From an optimization exercise on the open Yosys and OpenROAD flow, aimed at small area, a short achievable clock period and few clock cycles; shortcuts taken in it are not production practice.
In this exercise RTL edits were held to simulation tests only and were not proved equivalent to the original.
Power and IR drop assume default switching activity.

$ cat design/flow/config.mk
export PLATFORM = sky130hd
export DESIGN_NAME = conv_engine
export DESIGN_NICKNAME = conv_engine
export VERILOG_FILES = /design/flow/design.v
export SDC_FILE = /design/flow/constraint.sdc
export NUM_CORES = 4
export LEC_CHECK = 0
export CAP_MARGIN = 20
export CORE_MARGIN = 2
export CORE_UTILIZATION = 40
export SLEW_MARGIN = 20
$ cat design/flow/constraint.sdc
create_clock -name core_clock -period 10.0 [get_ports {clk}]
set_input_delay 2.0000 -clock core_clock [delete_from_list [all_inputs] [get_ports {clk}]]
set_output_delay 2.0000 -clock core_clock [all_outputs]
set_load 0.01 [all_outputs]
$ cat design/flow/design.v
module conv_engine(
    input         clk,
    input         reset,
    input         en_ctrl,
    output [15:0] s_addr,
    output [15:0] w_addr,
    output [15:0] b_addr,
    input  [7:0]  signal,
    input  [7:0]  weight,
    input  [7:0]  bias,
    output [15:0] save_addr,
    output [7:0]  convout,
    output        en_write,
    output        finish
);
    reg        go;           
    reg        done;         
    reg        stall;        
    reg [11:0] sa, wa;       
    reg [2:0]  j;            
    reg [1:0]  c;            
    reg [2:0]  r;            
    reg        inb;          
    reg        jend, rend;   
    reg [4:0]  o, y;         
    reg [3:0]  xp;
    reg        last_out;     
    reg p0, p15, ya, yb, y01;    
    wire [2:0] jpen = (p0 | p15) ? 3'd2 : 3'd4;
    wire [2:0] rpen = ya ? 3'd1 : yb ? 3'd2 : 3'd3;
    wire cend = (c == 2'd2);
    wire last_pos = p15 & ya & ~y01;
    wire adv = go & ~done & ~stall;
    wire hold = ~inb & jend & cend & rend;
    wire inb_n  = adv ? hold : inb;
    wire jend_n = adv ? (~inb & (~jend ? (j == jpen) : (cend & rend))) : jend;
    wire cend_n = adv ? (~inb & (~jend ? cend : ~cend ? (c == 2'd1) : ~rend ? 1'b0 : 1'b1)) : cend;
    wire rend_n = adv ? (~inb & ((jend & cend & ~rend) ? (r == rpen) : rend)) : rend;
    wire last_out_n = w2 ? (o == 5'd30) : last_out;
    wire stall_n = (w2 & last_out) ? 1'b0 : (adv & inb & last_out) ? 1'b1 : stall;
    wire done_n = done | (adv & inb & last_out & last_pos);
    wire adv_n = en_ctrl & ~done_n & ~stall_n;
    reg a_inc, a_ch, a_row, a_back, a_pos;
    always @(posedge clk) begin
        if (reset) begin
            a_inc <= 1'b0;
            a_ch <= 1'b0;
            a_row <= 1'b0;
            a_back <= 1'b0;
            a_pos <= 1'b0;
        end else begin
            a_inc <= adv_n & ~inb_n & ~jend_n;
            a_ch <= adv_n & ~inb_n & jend_n & ~cend_n;
            a_row <= adv_n & ~inb_n & jend_n & cend_n & ~rend_n;
            a_back <= adv_n & inb_n & ~last_out_n;
            a_pos <= adv_n & inb_n & last_out_n;
        end
    end
    wire [11:0] ds, dw;
    assign ds = ({12{a_inc & (~p0 & ~p15)}} & 12'd3)
        | ({12{a_inc & (p0)}} & 12'd4093)
        | ({12{a_inc & (p15)}} & 12'd3)
        | ({12{a_ch & (~p0 & ~p15)}} & 12'd4082)
        | ({12{a_ch & (p0)}} & 12'd10)
        | ({12{a_ch & (p15)}} & 12'd4088)
        | ({12{a_row & (~p0 & ~p15)}} & 12'd79)
        | ({12{a_row & (p0)}} & 12'd103)
        | ({12{a_row & (p15)}} & 12'd85)
        | ({12{a_back & (~p0 & ~p15) & (ya)}} & 12'd3887)
        | ({12{a_back & (~p0 & ~p15) & (yb)}} & 12'd3791)
        | ({12{a_back & (~p0 & ~p15) & (~ya & ~yb)}} & 12'd3695)
        | ({12{a_back & (p0) & (ya)}} & 12'd3911)
        | ({12{a_back & (p0) & (yb)}} & 12'd3815)
        | ({12{a_back & (p0) & (~ya & ~yb)}} & 12'd3719)
        | ({12{a_back & (p15) & (ya)}} & 12'd3893)
        | ({12{a_back & (p15) & (yb)}} & 12'd3797)
        | ({12{a_back & (p15) & (~ya & ~yb)}} & 12'd3701)
        | ({12{a_pos & (~p0 & ~p15) & (ya)}} & 12'd3893)
        | ({12{a_pos & (~p0 & ~p15) & (yb)}} & 12'd3797)
        | ({12{a_pos & (~p0 & ~p15) & (~ya & ~yb)}} & 12'd3701)
        | ({12{a_pos & (p0) & (ya)}} & 12'd3902)
        | ({12{a_pos & (p0) & (yb)}} & 12'd3806)
        | ({12{a_pos & (p0) & (~ya & ~yb)}} & 12'd3710)
        | ({12{a_pos & (p15) & (~ya & ~yb)}} & 12'd3722)
        | ({12{a_pos & (p15) & (ya & y01)}} & 12'd3818)
        | ({12{a_pos & (p15) & (yb & y01)}} & 12'd3722)
        | ({12{a_pos & (p15) & (yb & ~y01)}} & 12'd3818);
    assign dw = ({12{a_inc & (~p0 & ~p15)}} & 12'd3)
        | ({12{a_inc & (p0)}} & 12'd4093)
        | ({12{a_inc & (p15)}} & 12'd3)
        | ({12{a_ch & (~p0 & ~p15)}} & 12'd4082)
        | ({12{a_ch & (p0)}} & 12'd10)
        | ({12{a_ch & (p15)}} & 12'd4088)
        | ({12{a_row & (~p0 & ~p15)}} & 12'd4094)
        | ({12{a_row & (p0)}} & 12'd22)
        | ({12{a_row & (p15)}} & 12'd4)
        | ({12{a_back & (~p0 & ~p15) & (ya)}} & 12'd28)
        | ({12{a_back & (~p0 & ~p15) & (yb)}} & 12'd13)
        | ({12{a_back & (~p0 & ~p15) & (~ya & ~yb)}} & 12'd4094)
        | ({12{a_back & (p0) & (ya)}} & 12'd52)
        | ({12{a_back & (p0) & (yb)}} & 12'd37)
        | ({12{a_back & (p0) & (~ya & ~yb)}} & 12'd22)
        | ({12{a_back & (p15) & (ya)}} & 12'd34)
        | ({12{a_back & (p15) & (yb)}} & 12'd19)
        | ({12{a_back & (p15) & (~ya & ~yb)}} & 12'd4)
        | ({12{a_pos & (~p0 & ~p15) & (ya)}} & 12'd1724)
        | ({12{a_pos & (~p0 & ~p15) & (yb)}} & 12'd1709)
        | ({12{a_pos & (~p0 & ~p15) & (~ya & ~yb)}} & 12'd1694)
        | ({12{a_pos & (p0) & (ya)}} & 12'd1736)
        | ({12{a_pos & (p0) & (yb)}} & 12'd1721)
        | ({12{a_pos & (p0) & (~ya & ~yb)}} & 12'd1706)
        | ({12{a_pos & (p15) & (~ya & ~yb)}} & 12'd1712)
        | ({12{a_pos & (p15) & (ya & y01)}} & 12'd1727)
        | ({12{a_pos & (p15) & (yb & y01)}} & 12'd1712)
        | ({12{a_pos & (p15) & (yb & ~y01)}} & 12'd1727);
    reg first1, b1, ga1, gb1;
    reg first2, b2, first3, b3, b4, wr_en, w2, lsb, fin;
    always @(posedge clk) begin
        if (reset) begin
            go <= 1'b0;
            done <= 1'b0;
            stall <= 1'b0;
            sa <= 12'd9;
            wa <= 12'd42;
            j <= 3'd0;
            c <= 2'd0;
            r <= 3'd0;
            inb <= 1'b0;
            jend <= 1'b0;
            rend <= 1'b0;
        end else begin
            go <= en_ctrl;
            sa <= sa + ds;
            wa <= wa + dw;
            if (adv) begin
                if (inb) begin
                    inb <= 1'b0;
                    j <= 3'd0;
                    c <= 2'd0;
                    r <= 3'd0;
                    jend <= 1'b0;
                    rend <= 1'b0;
                    if (last_out) begin
                        stall <= 1'b1;
                        if (last_pos) done <= 1'b1;
                    end
                end else if (~jend) begin
                    j <= j + 3'd1;
                    jend <= (j == jpen);
                end else if (~cend) begin
                    j <= 3'd0;
                    c <= c + 2'd1;
                    jend <= 1'b0;
                end else if (~rend) begin
                    j <= 3'd0;
                    c <= 2'd0;
                    r <= r + 3'd1;
                    jend <= 1'b0;
                    rend <= (r == rpen);
                end else begin
                    inb <= 1'b1;
                end
            end
            if (w2 & last_out) stall <= 1'b0;
        end
    end
    always @(posedge clk) begin
        if (reset) begin
            o <= 5'd0;
            xp <= 4'd0;
            y <= 5'd0;
            p0 <= 1'b1;
            p15 <= 1'b0;
            ya <= 1'b1;
            yb <= 1'b0;
            y01 <= 1'b1;
            last_out <= 1'b0;
        end else if (w2) begin
            o <= o + 5'd1;
            last_out <= (o == 5'd30);
            if (last_out) begin
                xp <= xp + 4'd1;
                p0 <= p15;
                p15 <= (xp == 4'd14);
                if (p15) begin
                    y <= y + 5'd1;
                    ya <= (y == 5'd30);
                    yb <= (y == 5'd0) | (y == 5'd29);
                    y01 <= (y == 5'd0);
                end
            end
        end
    end
    always @(posedge clk) begin
        if (reset) begin
            first1 <= 1'b0;
            b1 <= 1'b0;
            ga1 <= 1'b0;
            gb1 <= 1'b1;
            first2 <= 1'b0;
            b2 <= 1'b0;
            first3 <= 1'b0;
            b3 <= 1'b0;
            b4 <= 1'b0;
            wr_en <= 1'b0;
            w2 <= 1'b0;
            lsb <= 1'b0;
            fin <= 1'b0;
        end else begin
            first1 <= adv & ~inb & (j == 3'd0) & (c == 2'd0) & (r == 3'd0);
            b1 <= adv & inb;
            ga1 <= jend & ~p15 & ~p0;
            gb1 <= ~adv | inb | (j == 3'd0);
            first2 <= first1;
            b2 <= b1;
            first3 <= first2;
            b3 <= b2;
            b4 <= b3;
            wr_en <= b3 | b4;
            w2 <= b4;
            lsb <= p0 ? b3 : b4;
            if (b4 & last_out & last_pos) fin <= 1'b1;
        end
    end
    reg  [7:0]  sr;               
    reg  [3:0]  onea, twoa, nega;    
    reg  [3:0]  oneb, twob, negb;    
    wire [7:0]  wd = b1 ? 8'd64 : ga1 ? 8'd0 : weight;
    always @(posedge clk) begin
        sr <= b1 ? bias : signal;
        onea <= {wd[6] ^ wd[5], wd[4] ^ wd[3], wd[2] ^ wd[1], wd[0]};
        twoa <= {(wd[7] & ~wd[6] & ~wd[5]) | (~wd[7] & wd[6] & wd[5]),
                 (wd[5] & ~wd[4] & ~wd[3]) | (~wd[5] & wd[4] & wd[3]),
                 (wd[3] & ~wd[2] & ~wd[1]) | (~wd[3] & wd[2] & wd[1]),
                 (wd[1] & ~wd[0])};
        nega <= {wd[7], wd[5], wd[3], wd[1]};
        oneb <= b1 ? 4'b1000 : gb1 ? 4'b0000 : onea;
        twob <= (b1 | gb1) ? 4'b0000 : twoa;
        negb <= (b1 | gb1) ? 4'b0000 : nega;
    end
    wire [9:0]  sx = {{2{sr[7]}}, sr};
    wire [10:0] sx2 = {sx, 1'b0};
    wire [8:0] ea0;
    assign ea0[0] = ((onea[0] & sx[0]) | (twoa[0] & sx2[0])) ^ nega[0];
    assign ea0[1] = ((onea[0] & sx[1]) | (twoa[0] & sx2[1])) ^ nega[0];
    assign ea0[2] = ((onea[0] & sx[2]) | (twoa[0] & sx2[2])) ^ nega[0];
    assign ea0[3] = ((onea[0] & sx[3]) | (twoa[0] & sx2[3])) ^ nega[0];
    assign ea0[4] = ((onea[0] & sx[4]) | (twoa[0] & sx2[4])) ^ nega[0];
    assign ea0[5] = ((onea[0] & sx[5]) | (twoa[0] & sx2[5])) ^ nega[0];
    assign ea0[6] = ((onea[0] & sx[6]) | (twoa[0] & sx2[6])) ^ nega[0];
    assign ea0[7] = ((onea[0] & sx[7]) | (twoa[0] & sx2[7])) ^ nega[0];
    assign ea0[8] = ((onea[0] & sx[8]) | (twoa[0] & sx2[8])) ^ nega[0];
    wire [8:0] ea1;
    assign ea1[0] = ((onea[1] & sx[0]) | (twoa[1] & sx2[0])) ^ nega[1];
    assign ea1[1] = ((onea[1] & sx[1]) | (twoa[1] & sx2[1])) ^ nega[1];
    assign ea1[2] = ((onea[1] & sx[2]) | (twoa[1] & sx2[2])) ^ nega[1];
    assign ea1[3] = ((onea[1] & sx[3]) | (twoa[1] & sx2[3])) ^ nega[1];
    assign ea1[4] = ((onea[1] & sx[4]) | (twoa[1] & sx2[4])) ^ nega[1];
    assign ea1[5] = ((onea[1] & sx[5]) | (twoa[1] & sx2[5])) ^ nega[1];
    assign ea1[6] = ((onea[1] & sx[6]) | (twoa[1] & sx2[6])) ^ nega[1];
    assign ea1[7] = ((onea[1] & sx[7]) | (twoa[1] & sx2[7])) ^ nega[1];
    assign ea1[8] = ((onea[1] & sx[8]) | (twoa[1] & sx2[8])) ^ nega[1];
    wire [8:0] ea2;
    assign ea2[0] = ((onea[2] & sx[0]) | (twoa[2] & sx2[0])) ^ nega[2];
    assign ea2[1] = ((onea[2] & sx[1]) | (twoa[2] & sx2[1])) ^ nega[2];
    assign ea2[2] = ((onea[2] & sx[2]) | (twoa[2] & sx2[2])) ^ nega[2];
    assign ea2[3] = ((onea[2] & sx[3]) | (twoa[2] & sx2[3])) ^ nega[2];
    assign ea2[4] = ((onea[2] & sx[4]) | (twoa[2] & sx2[4])) ^ nega[2];
    assign ea2[5] = ((onea[2] & sx[5]) | (twoa[2] & sx2[5])) ^ nega[2];
    assign ea2[6] = ((onea[2] & sx[6]) | (twoa[2] & sx2[6])) ^ nega[2];
    assign ea2[7] = ((onea[2] & sx[7]) | (twoa[2] & sx2[7])) ^ nega[2];
    assign ea2[8] = ((onea[2] & sx[8]) | (twoa[2] & sx2[8])) ^ nega[2];
    wire [8:0] ea3;
    assign ea3[0] = ((onea[3] & sx[0]) | (twoa[3] & sx2[0])) ^ nega[3];
    assign ea3[1] = ((onea[3] & sx[1]) | (twoa[3] & sx2[1])) ^ nega[3];
    assign ea3[2] = ((onea[3] & sx[2]) | (twoa[3] & sx2[2])) ^ nega[3];
    assign ea3[3] = ((onea[3] & sx[3]) | (twoa[3] & sx2[3])) ^ nega[3];
    assign ea3[4] = ((onea[3] & sx[4]) | (twoa[3] & sx2[4])) ^ nega[3];
    assign ea3[5] = ((onea[3] & sx[5]) | (twoa[3] & sx2[5])) ^ nega[3];
    assign ea3[6] = ((onea[3] & sx[6]) | (twoa[3] & sx2[6])) ^ nega[3];
    assign ea3[7] = ((onea[3] & sx[7]) | (twoa[3] & sx2[7])) ^ nega[3];
    assign ea3[8] = ((onea[3] & sx[8]) | (twoa[3] & sx2[8])) ^ nega[3];
    reg  [17:0] Sa, Ca;
    wire [17:0] Sag = first2 ? 18'd0 : Sa;
    wire [17:0] Cag = first2 ? 18'd0 : Ca;
    wire fas0 = nega[0] ^ Sag[0] ^ ea0[0];
    wire fac0 = (nega[0] & Sag[0]) | (nega[0] & ea0[0]) | (Sag[0] & ea0[0]);
    wire fas1 = Sag[1] ^ Cag[1] ^ ea0[1];
    wire fac1 = (Sag[1] & Cag[1]) | (Sag[1] & ea0[1]) | (Cag[1] & ea0[1]);
    wire fas2 = nega[1] ^ Sag[2] ^ Cag[2];
    wire fac2 = (nega[1] & Sag[2]) | (nega[1] & Cag[2]) | (Sag[2] & Cag[2]);
    wire fas3 = ea0[2] ^ ea1[0] ^ fas2;
    wire fac3 = (ea0[2] & ea1[0]) | (ea0[2] & fas2) | (ea1[0] & fas2);
    wire fas4 = Sag[3] ^ Cag[3] ^ ea0[3];
    wire fac4 = (Sag[3] & Cag[3]) | (Sag[3] & ea0[3]) | (Cag[3] & ea0[3]);
    wire fas5 = ea1[1] ^ fac2 ^ fas4;
    wire fac5 = (ea1[1] & fac2) | (ea1[1] & fas4) | (fac2 & fas4);
    wire fas6 = nega[2] ^ Sag[4] ^ Cag[4];
    wire fac6 = (nega[2] & Sag[4]) | (nega[2] & Cag[4]) | (Sag[4] & Cag[4]);
    wire fas7 = ea0[4] ^ ea1[2] ^ ea2[0];
    wire fac7 = (ea0[4] & ea1[2]) | (ea0[4] & ea2[0]) | (ea1[2] & ea2[0]);
    wire fas8 = fas6 ^ fac4 ^ fas7;
    wire fac8 = (fas6 & fac4) | (fas6 & fas7) | (fac4 & fas7);
    wire fas9 = Sag[5] ^ Cag[5] ^ ea0[5];
    wire fac9 = (Sag[5] & Cag[5]) | (Sag[5] & ea0[5]) | (Cag[5] & ea0[5]);
    wire fas10 = ea1[3] ^ ea2[1] ^ fac6;
    wire fac10 = (ea1[3] & ea2[1]) | (ea1[3] & fac6) | (ea2[1] & fac6);
    wire fas11 = fac7 ^ fas9 ^ fas10;
    wire fac11 = (fac7 & fas9) | (fac7 & fas10) | (fas9 & fas10);
    wire fas12 = nega[3] ^ Sag[6] ^ Cag[6];
    wire fac12 = (nega[3] & Sag[6]) | (nega[3] & Cag[6]) | (Sag[6] & Cag[6]);
    wire fas13 = ea0[6] ^ ea1[4] ^ ea2[2];
    wire fac13 = (ea0[6] & ea1[4]) | (ea0[6] & ea2[2]) | (ea1[4] & ea2[2]);
    wire fas14 = ea3[0] ^ fas12 ^ fac9;
    wire fac14 = (ea3[0] & fas12) | (ea3[0] & fac9) | (fas12 & fac9);
    wire fas15 = fas13 ^ fac10 ^ fas14;
    wire fac15 = (fas13 & fac10) | (fas13 & fas14) | (fac10 & fas14);
    wire fas16 = Sag[7] ^ Cag[7] ^ ea0[7];
    wire fac16 = (Sag[7] & Cag[7]) | (Sag[7] & ea0[7]) | (Cag[7] & ea0[7]);
    wire fas17 = ea1[5] ^ ea2[3] ^ ea3[1];
    wire fac17 = (ea1[5] & ea2[3]) | (ea1[5] & ea3[1]) | (ea2[3] & ea3[1]);
    wire fas18 = fac12 ^ fac13 ^ fas16;
    wire fac18 = (fac12 & fac13) | (fac12 & fas16) | (fac13 & fas16);
    wire fas19 = fas17 ^ fac14 ^ fas18;
    wire fac19 = (fas17 & fac14) | (fas17 & fas18) | (fac14 & fas18);
    wire fas20 = ~(Sag[8] ^ Cag[8]);
    wire fac20 = Sag[8] | Cag[8];
    wire fas21 = ~ea0[8] ^ ea1[6] ^ ea2[4];
    wire fac21 = (~ea0[8] & ea1[6]) | (~ea0[8] & ea2[4]) | (ea1[6] & ea2[4]);
    wire fas22 = ea3[2] ^ fas20 ^ fac16;
    wire fac22 = (ea3[2] & fas20) | (ea3[2] & fac16) | (fas20 & fac16);
    wire fas23 = fac17 ^ fas21 ^ fac18;
    wire fac23 = (fac17 & fas21) | (fac17 & fac18) | (fas21 & fac18);
    wire fas24 = fas22 ^ fac19 ^ fas23;
    wire fac24 = (fas22 & fac19) | (fas22 & fas23) | (fac19 & fas23);
    wire fas25 = ~(Sag[9] ^ Cag[9]);
    wire fac25 = Sag[9] | Cag[9];
    wire fas26 = ea1[7] ^ ea2[5] ^ ea3[3];
    wire fac26 = (ea1[7] & ea2[5]) | (ea1[7] & ea3[3]) | (ea2[5] & ea3[3]);
    wire fas27 = fac20 ^ fas25 ^ fac21;
    wire fac27 = (fac20 & fas25) | (fac20 & fac21) | (fas25 & fac21);
    wire fas28 = fas26 ^ fac22 ^ fas27;
    wire fac28 = (fas26 & fac22) | (fas26 & fas27) | (fac22 & fas27);
    wire fas29 = fac23 ^ fas28 ^ fac24;
    wire fac29 = (fac23 & fas28) | (fac23 & fac24) | (fas28 & fac24);
    wire fas30 = Sag[10] ^ Cag[10] ^ ~ea1[8];
    wire fac30 = (Sag[10] & Cag[10]) | (Sag[10] & ~ea1[8]) | (Cag[10] & ~ea1[8]);
    wire fas31 = ea2[6] ^ ea3[4] ^ fac25;
    wire fac31 = (ea2[6] & ea3[4]) | (ea2[6] & fac25) | (ea3[4] & fac25);
    wire fas32 = fac26 ^ fas30 ^ fas31;
    wire fac32 = (fac26 & fas30) | (fac26 & fas31) | (fas30 & fas31);
    wire fas33 = fac27 ^ fas32 ^ fac28;
    wire fac33 = (fac27 & fas32) | (fac27 & fac28) | (fas32 & fac28);
    wire fas34 = ~(Sag[11] ^ Cag[11]);
    wire fac34 = Sag[11] | Cag[11];
    wire fas35 = ea2[7] ^ ea3[5] ^ fas34;
    wire fac35 = (ea2[7] & ea3[5]) | (ea2[7] & fas34) | (ea3[5] & fas34);
    wire fas36 = fac30 ^ fac31 ^ fas35;
    wire fac36 = (fac30 & fac31) | (fac30 & fas35) | (fac31 & fas35);
    wire fas37 = fac32 ^ fas36 ^ fac33;
    wire fac37 = (fac32 & fas36) | (fac32 & fac33) | (fas36 & fac33);
    wire fas38 = Sag[12] ^ Cag[12] ^ ~ea2[8];
    wire fac38 = (Sag[12] & Cag[12]) | (Sag[12] & ~ea2[8]) | (Cag[12] & ~ea2[8]);
    wire fas39 = ea3[6] ^ fac34 ^ fas38;
    wire fac39 = (ea3[6] & fac34) | (ea3[6] & fas38) | (fac34 & fas38);
    wire fas40 = fac35 ^ fas39 ^ fac36;
    wire fac40 = (fac35 & fas39) | (fac35 & fac36) | (fas39 & fac36);
    wire fas41 = ~(Sag[13] ^ Cag[13]);
    wire fac41 = Sag[13] | Cag[13];
    wire fas42 = ea3[7] ^ fas41 ^ fac38;
    wire fac42 = (ea3[7] & fas41) | (ea3[7] & fac38) | (fas41 & fac38);
    wire fas43 = fac39 ^ fas42 ^ fac40;
    wire fac43 = (fac39 & fas42) | (fac39 & fac40) | (fas42 & fac40);
    wire fas44 = Sag[14] ^ Cag[14] ^ ~ea3[8];
    wire fac44 = (Sag[14] & Cag[14]) | (Sag[14] & ~ea3[8]) | (Cag[14] & ~ea3[8]);
    wire fas45 = fac41 ^ fas44 ^ fac42;
    wire fac45 = (fac41 & fas44) | (fac41 & fac42) | (fas44 & fac42);
    wire fas46 = ~(Sag[15] ^ Cag[15]);
    wire fac46 = Sag[15] | Cag[15];
    wire fas47 = fas46 ^ fac44 ^ fac45;
    wire fac47 = (fas46 & fac44) | (fas46 & fac45) | (fac44 & fac45);
    wire fas48 = ~(Sag[16] ^ Cag[16]);
    wire fac48 = Sag[16] | Cag[16];
    wire fas49 = fac46 ^ fas48 ^ fac47;
    wire fac49 = (fac46 & fas48) | (fac46 & fac47) | (fas48 & fac47);
    wire fas50 = ~(Sag[17] ^ Cag[17]);
    wire fac50 = Sag[17] | Cag[17];
    wire fas51 = fac48 ^ fas50 ^ fac49;
    wire fac51 = (fac48 & fas50) | (fac48 & fac49) | (fas50 & fac49);
    always @(posedge clk) begin
        Sa <= {fas51, fas49, fas47, fac43, fas43, fac37, fas37, fac29, fas29, fas24, fac15, fac11, fac8, fac5, fac3, fac1, fac0, fas0};
        Ca <= {1'b0, 1'b0, 1'b0, fas45, 1'b0, fas40, 1'b0, fas33, 1'b0, 1'b0, fas19, fas15, fas11, fas8, fas5, fas3, fas1, 1'b0};
    end
    wire [8:0] eb0;
    assign eb0[0] = ((oneb[0] & sx[0]) | (twob[0] & sx2[0])) ^ negb[0];
    assign eb0[1] = ((oneb[0] & sx[1]) | (twob[0] & sx2[1])) ^ negb[0];
    assign eb0[2] = ((oneb[0] & sx[2]) | (twob[0] & sx2[2])) ^ negb[0];
    assign eb0[3] = ((oneb[0] & sx[3]) | (twob[0] & sx2[3])) ^ negb[0];
    assign eb0[4] = ((oneb[0] & sx[4]) | (twob[0] & sx2[4])) ^ negb[0];
    assign eb0[5] = ((oneb[0] & sx[5]) | (twob[0] & sx2[5])) ^ negb[0];
    assign eb0[6] = ((oneb[0] & sx[6]) | (twob[0] & sx2[6])) ^ negb[0];
    assign eb0[7] = ((oneb[0] & sx[7]) | (twob[0] & sx2[7])) ^ negb[0];
    assign eb0[8] = ((oneb[0] & sx[8]) | (twob[0] & sx2[8])) ^ negb[0];
    wire [8:0] eb1;
    assign eb1[0] = ((oneb[1] & sx[0]) | (twob[1] & sx2[0])) ^ negb[1];
    assign eb1[1] = ((oneb[1] & sx[1]) | (twob[1] & sx2[1])) ^ negb[1];
    assign eb1[2] = ((oneb[1] & sx[2]) | (twob[1] & sx2[2])) ^ negb[1];
    assign eb1[3] = ((oneb[1] & sx[3]) | (twob[1] & sx2[3])) ^ negb[1];
    assign eb1[4] = ((oneb[1] & sx[4]) | (twob[1] & sx2[4])) ^ negb[1];
    assign eb1[5] = ((oneb[1] & sx[5]) | (twob[1] & sx2[5])) ^ negb[1];
    assign eb1[6] = ((oneb[1] & sx[6]) | (twob[1] & sx2[6])) ^ negb[1];
    assign eb1[7] = ((oneb[1] & sx[7]) | (twob[1] & sx2[7])) ^ negb[1];
    assign eb1[8] = ((oneb[1] & sx[8]) | (twob[1] & sx2[8])) ^ negb[1];
    wire [8:0] eb2;
    assign eb2[0] = ((oneb[2] & sx[0]) | (twob[2] & sx2[0])) ^ negb[2];
    assign eb2[1] = ((oneb[2] & sx[1]) | (twob[2] & sx2[1])) ^ negb[2];
    assign eb2[2] = ((oneb[2] & sx[2]) | (twob[2] & sx2[2])) ^ negb[2];
    assign eb2[3] = ((oneb[2] & sx[3]) | (twob[2] & sx2[3])) ^ negb[2];
    assign eb2[4] = ((oneb[2] & sx[4]) | (twob[2] & sx2[4])) ^ negb[2];
    assign eb2[5] = ((oneb[2] & sx[5]) | (twob[2] & sx2[5])) ^ negb[2];
    assign eb2[6] = ((oneb[2] & sx[6]) | (twob[2] & sx2[6])) ^ negb[2];
    assign eb2[7] = ((oneb[2] & sx[7]) | (twob[2] & sx2[7])) ^ negb[2];
    assign eb2[8] = ((oneb[2] & sx[8]) | (twob[2] & sx2[8])) ^ negb[2];
    wire [8:0] eb3;
    assign eb3[0] = ((oneb[3] & sx[0]) | (twob[3] & sx2[0])) ^ negb[3];
    assign eb3[1] = ((oneb[3] & sx[1]) | (twob[3] & sx2[1])) ^ negb[3];
    assign eb3[2] = ((oneb[3] & sx[2]) | (twob[3] & sx2[2])) ^ negb[3];
    assign eb3[3] = ((oneb[3] & sx[3]) | (twob[3] & sx2[3])) ^ negb[3];
    assign eb3[4] = ((oneb[3] & sx[4]) | (twob[3] & sx2[4])) ^ negb[3];
    assign eb3[5] = ((oneb[3] & sx[5]) | (twob[3] & sx2[5])) ^ negb[3];
    assign eb3[6] = ((oneb[3] & sx[6]) | (twob[3] & sx2[6])) ^ negb[3];
    assign eb3[7] = ((oneb[3] & sx[7]) | (twob[3] & sx2[7])) ^ negb[3];
    assign eb3[8] = ((oneb[3] & sx[8]) | (twob[3] & sx2[8])) ^ negb[3];
    reg  [17:0] Sb, Cb;
    wire [17:0] Sbg = first3 ? 18'd0 : Sb;
    wire [17:0] Cbg = first3 ? 18'd0 : Cb;
    wire fbs0 = negb[0] ^ Sbg[0] ^ eb0[0];
    wire fbc0 = (negb[0] & Sbg[0]) | (negb[0] & eb0[0]) | (Sbg[0] & eb0[0]);
    wire fbs1 = Sbg[1] ^ Cbg[1] ^ eb0[1];
    wire fbc1 = (Sbg[1] & Cbg[1]) | (Sbg[1] & eb0[1]) | (Cbg[1] & eb0[1]);
    wire fbs2 = negb[1] ^ Sbg[2] ^ Cbg[2];
    wire fbc2 = (negb[1] & Sbg[2]) | (negb[1] & Cbg[2]) | (Sbg[2] & Cbg[2]);
    wire fbs3 = eb0[2] ^ eb1[0] ^ fbs2;
    wire fbc3 = (eb0[2] & eb1[0]) | (eb0[2] & fbs2) | (eb1[0] & fbs2);
    wire fbs4 = Sbg[3] ^ Cbg[3] ^ eb0[3];
    wire fbc4 = (Sbg[3] & Cbg[3]) | (Sbg[3] & eb0[3]) | (Cbg[3] & eb0[3]);
    wire fbs5 = eb1[1] ^ fbc2 ^ fbs4;
    wire fbc5 = (eb1[1] & fbc2) | (eb1[1] & fbs4) | (fbc2 & fbs4);
    wire fbs6 = negb[2] ^ Sbg[4] ^ Cbg[4];
    wire fbc6 = (negb[2] & Sbg[4]) | (negb[2] & Cbg[4]) | (Sbg[4] & Cbg[4]);
    wire fbs7 = eb0[4] ^ eb1[2] ^ eb2[0];
    wire fbc7 = (eb0[4] & eb1[2]) | (eb0[4] & eb2[0]) | (eb1[2] & eb2[0]);
    wire fbs8 = fbs6 ^ fbc4 ^ fbs7;
    wire fbc8 = (fbs6 & fbc4) | (fbs6 & fbs7) | (fbc4 & fbs7);
    wire fbs9 = Sbg[5] ^ Cbg[5] ^ eb0[5];
    wire fbc9 = (Sbg[5] & Cbg[5]) | (Sbg[5] & eb0[5]) | (Cbg[5] & eb0[5]);
    wire fbs10 = eb1[3] ^ eb2[1] ^ fbc6;
    wire fbc10 = (eb1[3] & eb2[1]) | (eb1[3] & fbc6) | (eb2[1] & fbc6);
    wire fbs11 = fbc7 ^ fbs9 ^ fbs10;
    wire fbc11 = (fbc7 & fbs9) | (fbc7 & fbs10) | (fbs9 & fbs10);
    wire fbs12 = negb[3] ^ Sbg[6] ^ Cbg[6];
    wire fbc12 = (negb[3] & Sbg[6]) | (negb[3] & Cbg[6]) | (Sbg[6] & Cbg[6]);
    wire fbs13 = eb0[6] ^ eb1[4] ^ eb2[2];
    wire fbc13 = (eb0[6] & eb1[4]) | (eb0[6] & eb2[2]) | (eb1[4] & eb2[2]);
    wire fbs14 = eb3[0] ^ fbs12 ^ fbc9;
    wire fbc14 = (eb3[0] & fbs12) | (eb3[0] & fbc9) | (fbs12 & fbc9);
    wire fbs15 = fbs13 ^ fbc10 ^ fbs14;
    wire fbc15 = (fbs13 & fbc10) | (fbs13 & fbs14) | (fbc10 & fbs14);
    wire fbs16 = Sbg[7] ^ Cbg[7] ^ eb0[7];
    wire fbc16 = (Sbg[7] & Cbg[7]) | (Sbg[7] & eb0[7]) | (Cbg[7] & eb0[7]);
    wire fbs17 = eb1[5] ^ eb2[3] ^ eb3[1];
    wire fbc17 = (eb1[5] & eb2[3]) | (eb1[5] & eb3[1]) | (eb2[3] & eb3[1]);
    wire fbs18 = fbc12 ^ fbc13 ^ fbs16;
    wire fbc18 = (fbc12 & fbc13) | (fbc12 & fbs16) | (fbc13 & fbs16);
    wire fbs19 = fbs17 ^ fbc14 ^ fbs18;
    wire fbc19 = (fbs17 & fbc14) | (fbs17 & fbs18) | (fbc14 & fbs18);
    wire fbs20 = ~(Sbg[8] ^ Cbg[8]);
    wire fbc20 = Sbg[8] | Cbg[8];
    wire fbs21 = ~eb0[8] ^ eb1[6] ^ eb2[4];
    wire fbc21 = (~eb0[8] & eb1[6]) | (~eb0[8] & eb2[4]) | (eb1[6] & eb2[4]);
    wire fbs22 = eb3[2] ^ fbs20 ^ fbc16;
    wire fbc22 = (eb3[2] & fbs20) | (eb3[2] & fbc16) | (fbs20 & fbc16);
    wire fbs23 = fbc17 ^ fbs21 ^ fbc18;
    wire fbc23 = (fbc17 & fbs21) | (fbc17 & fbc18) | (fbs21 & fbc18);
    wire fbs24 = fbs22 ^ fbc19 ^ fbs23;
    wire fbc24 = (fbs22 & fbc19) | (fbs22 & fbs23) | (fbc19 & fbs23);
    wire fbs25 = ~(Sbg[9] ^ Cbg[9]);
    wire fbc25 = Sbg[9] | Cbg[9];
    wire fbs26 = eb1[7] ^ eb2[5] ^ eb3[3];
    wire fbc26 = (eb1[7] & eb2[5]) | (eb1[7] & eb3[3]) | (eb2[5] & eb3[3]);
    wire fbs27 = fbc20 ^ fbs25 ^ fbc21;
    wire fbc27 = (fbc20 & fbs25) | (fbc20 & fbc21) | (fbs25 & fbc21);
    wire fbs28 = fbs26 ^ fbc22 ^ fbs27;
    wire fbc28 = (fbs26 & fbc22) | (fbs26 & fbs27) | (fbc22 & fbs27);
    wire fbs29 = fbc23 ^ fbs28 ^ fbc24;
    wire fbc29 = (fbc23 & fbs28) | (fbc23 & fbc24) | (fbs28 & fbc24);
    wire fbs30 = Sbg[10] ^ Cbg[10] ^ ~eb1[8];
    wire fbc30 = (Sbg[10] & Cbg[10]) | (Sbg[10] & ~eb1[8]) | (Cbg[10] & ~eb1[8]);
    wire fbs31 = eb2[6] ^ eb3[4] ^ fbc25;
    wire fbc31 = (eb2[6] & eb3[4]) | (eb2[6] & fbc25) | (eb3[4] & fbc25);
    wire fbs32 = fbc26 ^ fbs30 ^ fbs31;
    wire fbc32 = (fbc26 & fbs30) | (fbc26 & fbs31) | (fbs30 & fbs31);
    wire fbs33 = fbc27 ^ fbs32 ^ fbc28;
    wire fbc33 = (fbc27 & fbs32) | (fbc27 & fbc28) | (fbs32 & fbc28);
    wire fbs34 = ~(Sbg[11] ^ Cbg[11]);
    wire fbc34 = Sbg[11] | Cbg[11];
    wire fbs35 = eb2[7] ^ eb3[5] ^ fbs34;
    wire fbc35 = (eb2[7] & eb3[5]) | (eb2[7] & fbs34) | (eb3[5] & fbs34);
    wire fbs36 = fbc30 ^ fbc31 ^ fbs35;
    wire fbc36 = (fbc30 & fbc31) | (fbc30 & fbs35) | (fbc31 & fbs35);
    wire fbs37 = fbc32 ^ fbs36 ^ fbc33;
    wire fbc37 = (fbc32 & fbs36) | (fbc32 & fbc33) | (fbs36 & fbc33);
    wire fbs38 = Sbg[12] ^ Cbg[12] ^ ~eb2[8];
    wire fbc38 = (Sbg[12] & Cbg[12]) | (Sbg[12] & ~eb2[8]) | (Cbg[12] & ~eb2[8]);
    wire fbs39 = eb3[6] ^ fbc34 ^ fbs38;
    wire fbc39 = (eb3[6] & fbc34) | (eb3[6] & fbs38) | (fbc34 & fbs38);
    wire fbs40 = fbc35 ^ fbs39 ^ fbc36;
    wire fbc40 = (fbc35 & fbs39) | (fbc35 & fbc36) | (fbs39 & fbc36);
    wire fbs41 = ~(Sbg[13] ^ Cbg[13]);
    wire fbc41 = Sbg[13] | Cbg[13];
    wire fbs42 = eb3[7] ^ fbs41 ^ fbc38;
    wire fbc42 = (eb3[7] & fbs41) | (eb3[7] & fbc38) | (fbs41 & fbc38);
    wire fbs43 = fbc39 ^ fbs42 ^ fbc40;
    wire fbc43 = (fbc39 & fbs42) | (fbc39 & fbc40) | (fbs42 & fbc40);
    wire fbs44 = Sbg[14] ^ Cbg[14] ^ ~eb3[8];
    wire fbc44 = (Sbg[14] & Cbg[14]) | (Sbg[14] & ~eb3[8]) | (Cbg[14] & ~eb3[8]);
    wire fbs45 = fbc41 ^ fbs44 ^ fbc42;
    wire fbc45 = (fbc41 & fbs44) | (fbc41 & fbc42) | (fbs44 & fbc42);
    wire fbs46 = ~(Sbg[15] ^ Cbg[15]);
    wire fbc46 = Sbg[15] | Cbg[15];
    wire fbs47 = fbs46 ^ fbc44 ^ fbc45;
    wire fbc47 = (fbs46 & fbc44) | (fbs46 & fbc45) | (fbc44 & fbc45);
    wire fbs48 = ~(Sbg[16] ^ Cbg[16]);
    wire fbc48 = Sbg[16] | Cbg[16];
    wire fbs49 = fbc46 ^ fbs48 ^ fbc47;
    wire fbc49 = (fbc46 & fbs48) | (fbc46 & fbc47) | (fbs48 & fbc47);
    wire fbs50 = ~(Sbg[17] ^ Cbg[17]);
    wire fbc50 = Sbg[17] | Cbg[17];
    wire fbs51 = fbc48 ^ fbs50 ^ fbc49;
    wire fbc51 = (fbc48 & fbs50) | (fbc48 & fbc49) | (fbs50 & fbc49);
    always @(posedge clk) begin
        Sb <= {fbs51, fbs49, fbs47, fbc43, fbs43, fbc37, fbs37, fbc29, fbs29, fbs24, fbc15, fbc11, fbc8, fbc5, fbc3, fbc1, fbc0, fbs0};
        Cb <= {1'b0, 1'b0, 1'b0, fbs45, 1'b0, fbs40, 1'b0, fbs33, 1'b0, 1'b0, fbs19, fbs15, fbs11, fbs8, fbs5, fbs3, fbs1, 1'b0};
    end
    wire [17:0] acc = b3 ? (Sa + Ca) : (Sb + Cb);
    wire [8:0]  t = acc[17:9];
    reg  [7:0]  cout_r;
    always @(posedge clk)
        cout_r <= (t[8] != t[7]) ? {t[8], {7{~t[8]}}} : t[7:0];
    assign s_addr = {4'd0, sa};
    assign w_addr = {4'd0, wa};
    assign b_addr = {11'd0, o};
    assign save_addr = {1'b0, y, xp, lsb, o};
    assign convout = cout_r;
    assign en_write = wr_en;
    assign finish = fin;
endmodule
$ cat design/flow/flow/run.sh
#!/bin/bash
set -uo pipefail
MARGIN=$(cat flow/margin 2>/dev/null || echo 7)
PORTBUF=$(cat flow/portbuf 2>/dev/null || echo sky130_fd_sc_hd__buf_1)
EXTRA=()
if [[ -f flow/extra ]]; then
    while IFS= read -r line; do
        [[ -n "$line" ]] && EXTRA+=("$line")
    done < flow/extra
fi
bash standard.sh "SETUP_SLACK_MARGIN=$MARGIN" \
    "BUFFER_PORTS_ARGS=-buffer_cell $PORTBUF" "${EXTRA[@]}" finish > run_make.log 2>&1
status=$?
tail -5 run_make.log
exit $status
$ cat design/flow/flow/extra
SKIP_REPAIR_TIE_FANOUT=1
$ cat design/flow/flow/margin
6.8
$ cat design/flow/flow/portbuf
sky130_fd_sc_hd__buf_2
$ cat design/flow/standard.sh
#!/bin/bash
# synth_recipe.tcl (not shown) runs the flow's synth.tcl, then flattens the netlist and writes it again
# the make line also repeats each setting of config.mk as NAME=value (left out here)
make -C /OpenROAD-flow-scripts/flow DESIGN_CONFIG=/design/flow/config.mk WORK_HOME=/design/flow/orfs CLKGATE_MAP_FILE= SYNTH_SCRIPT=/design/flow/synth_recipe.tcl "${@:-finish}"
==> summary.md <==
| Metric | Value |
|---|---|
| Clock latency on the worst-skew pair | `around 430 ps` |
| Count of final max-slew check failures | `0` |
| Most instantiated cells after synthesis | `dfxtp_1 (172), inv_1 (120), nor2_1 (90)` |
| Min-delay worst type | `flip-flop to flip-flop` |
| Area leader, netlist | `dfxtp_1` |
| Area growth syn-to-layout | `11.0%` |
| I/O pin count | `101` |
| Async SR Flop Fraction | `0%` |
| H-tree level count | `4` |
| Initial drt markers | `437` |
| Setup-failing EPs final | `0` |
| Avg WL per Cell | `14.4 µm` |
| Hold path cells | `1` |
| Slew @ Worst Pin | `~800 ps` |
| Final ANT Viol Nets | `0` |
| Final setup TNS | `0 ps` |
| Worst flop-to-flop path endpoint | `wa[11]` |
| Lkg Pwr | `5.38 nW` |
| Peak Freq | `323 MHz` |
| WP data required | `around 8000 ps` |
| DP HPWL | `between 15000 and 20000 µm` |
| Most common cell in the netlist | `dfxtp_1` |
| WL final | `approximately 23000 µm` |
| CTS Buf Count | `17` |
| Worst VDD drop | `0.107 mV` |
| Reg2Reg Depth | `14` |
| MaxCap Viol Count | `0` |
| EDFF count, synth | `0` |
| #FFs+latches synth | `172` |
| Worst path depth | `1` |
| Endpoint class of the critical path | `output pin` |
| RD Place Congestion | `approximately 0.80` |
| Clock Sinks | `roughly 170` |
| Layout cell share with drive strength beyond 1 | `about 17%` |
| Root Driver | `clkbuf_16` |
| CTS max path bufs | `2` |
| FF-to-FF setup slack | `6910 ps` |
| Share of the synthesized area in the top cell type | `30.9%` |
| Core Box Area | `27600 µm²` |
| Worst-path clk slew | `approximately 70 ps` |
| PwrDens | `approximately 240 nW/µm²` |
| DIE AREA | `~29000 µm²` |
| Fin util | `44.8%` |
| Cell row count | `just over 60` |
| GR Overflow Total | `0` |
| Post-synthesis sequential area ratio | `roughly 31%` |
| Post-Syn Area | `between 10000 and 15000 µm²` |
| First-pass GRT wire length | `between 30000 and 40000 µm` |
| Hold wc startpoint | `b2` |
| Critical path launch point type | `flip-flop` |
| Synth warnings | `1` |
| Initial antenna violation count | `0` |
| Ant. Diodes | `0` |
| Top post-synthesis cells by area | `dfxtp_1 (31%), fa_1 (16%), xnor2_1 (6.9%)` |
| Slowest CP cell | `dfxtp_1` |
| Crit-path cells | `buf_2` |
| Fin crit share | `a little under a third` |
| CP bufs+invs | `1` |
| Vias in the first global route | `8021` |
| Initial DRT Pass Iterations | `5` |
| Delay-heaviest family, CP | `flip-flops` |
| Vias | `between 7000 and 8000` |
| Mapped Nets | `1371` |
| FF-to-FF Start | `p15` |
| Post-synth top flop | `dfxtp_1` |
| CP Class | `flip-flop to output pin` |
| Largest net degree at the start of global routing | `~70` |
| Fin Hold WS | `436 ps` |
| Count of cell types in the netlist | `between 60 and 70` |
| Nets | `1381` |
| Pwr Total | `around 2.9 mW` |
| Rel. slew slack | `between 40% and 50%` |
| Mean Syn Cell Area | `just over 9 µm²` |
| IO Port Bufs | `80` |
| Vias/cell | `about 4.9` |
| CTS Hold Bufs | `0` |
| Mapped Cells | `1204` |
| Minimum clock period | `~3100 ps` |
| Status | `timing/DRC/antenna clean` |
| Final-report hold violation count | `0` |
| Hold EP | `b3` |
| Worst Skew | `about 8.7 ps` |
| RSZ-0062 raised after global routing | `true` |
| Starting density of the core | `between 40% and 50%` |
| Crit path DAT | `1090 ps` |
| CP Max Fanout | `7` |
| Chip width | `roughly 170 µm` |
| Overall routing resource usage | `between 10% and 20%` |
| Die Span Y | `between 150 and 200 µm` |
| # DRC | `0` |
| Critical Path Max Stage Delay | `about 470 ps` |
| CTS tree | `done` |
[state kept, by name, summed over array words and instances, names as in the netlist, 2 cells and up]
name    cells
Sa         18
Sb         18
sa         12
wa         12
Ca         10
Cb         10
cout_r      8
sr          8
o           5
y           5
nega        4
negb        4
onea        4
oneb        4
twoa        4
twob        4
xp          4
j           3
r           3
c           2
[layer usage]
layer	vias to the layer above	share of wire [%]	global-route usage (%)	wire (µm)
li1	3918	-	-	-
met2	153	51	29.3	11700
met4	0	1.3	4.50	293
met5	-	0	0	0
met1	3814	44	20.7	10100
met3	25	3.9	3.22	896
[what timing repair did]
action | 4_1_cts | 5_1_grt
buffers inserted | 1 | 9
endpoints found under the setup margin | 27 | 17
gates cloned | 0 | 0
gates resized for setup | 27 | 34
pin swaps | 1 | 5
[stage by stage]
step           worst slack (ps)  cell area [µm²]  std cells
2_1_floorplan              6810            11200       1204
3_3_place_gp               6170            11600       1563
3_5_place_dp               6070            11600       1563
4_1_cts                    6700            12200       1594
5_1_grt                    6730            12400       1603
6_report                   6910            12400       1603
[layout make-up]
class	count	area (µm²)
Multi-Input combinational cell	808	6890
Inverter	124	467
Clock inverter	13	144
Timing Repair Buffer	91	483
Clock buffer	17	425
Fill cell	2764	15300
Tap cell	378	473
Sequential cell	172	3500
[cells in the final DEF (no fill, tap or decap), types with 8 or more instances in the layout]
master	count
inv_1	120
nand3_1	8
a22oi_1	55
ha_1	51
buf_4	10
xnor2_1	88
dfxtp_2	15
mux2_2	10
nor3_1	14
and2_1	17
fa_1	87
nor2_1	90
nand2b_1	42
buf_2	80
nand4_1	13
a21oi_1	42
o21ai_0	31
dfxtp_1	148
a21o_1	12
clkbuf_16	17
dfxtp_4	9
xor2_1	40
nand2_1	57
nor2b_1	43
[how the worst max path moves through the flow]
stage | startpoint | end | slack (ps)
global placement | p0 | wa[11] | 6170
global route | p15 | wa[11] | 6730
detailed placement | p0 | wa[11] | 6070
finish | y[2] | save_addr[12] | 6910
floorplan | p0 | wa[10] | 6810
CTS | p15 | wa[11] | 6700
[logic make-up after synthesis]
logic type,Yosys count,share of synthesized area [%]
and+or+nand+nor,312,14.2
adders and majority gates,146,22.2
muxes,16,1.69
DFF,172,30.9
AOI/OAI and AO/OA,204,12.3
xor gates and xnor gates,129,10.2
buffers and inverters,224,8.42
other,1,0.0336
[where the power goes]
part           total, mW  switching (mW)  internal, mW
sequential         0.983           0.119         0.864
combinational       1.28           0.705         0.573
clock              0.658           0.290         0.367
total               2.92            1.11          1.80
Testbench counts, summed over its fixed seeds: cycles 4,137,219.

static timing again, ports no longer ideal:
The results above use ideal ports. As a check the final layout listed here was re-extracted and re-timed, cells and wires unchanged. Step 1: set_driving_cell puts a clkbuf_16 on clk and a buf_2 on each other input, an assumption about the parent block. Step 2, shift: input delay + t, output delay - t, t = (earliest + latest rising clock arrival at the registers) / 2. This alone moves slack from input paths to output paths. Three values: no drivers, after step 1, after step 2; two values: the first two.
t, ns: 0.480
setup WS [ns]: 6.905 / 6.853 / 6.673
clock arrival spread, ns: 0.009 / 0.010
After both steps setup and hold are still met in this run. The setup slack of this run moves by -0.052 ns with the drivers and by -0.232 ns with both steps.
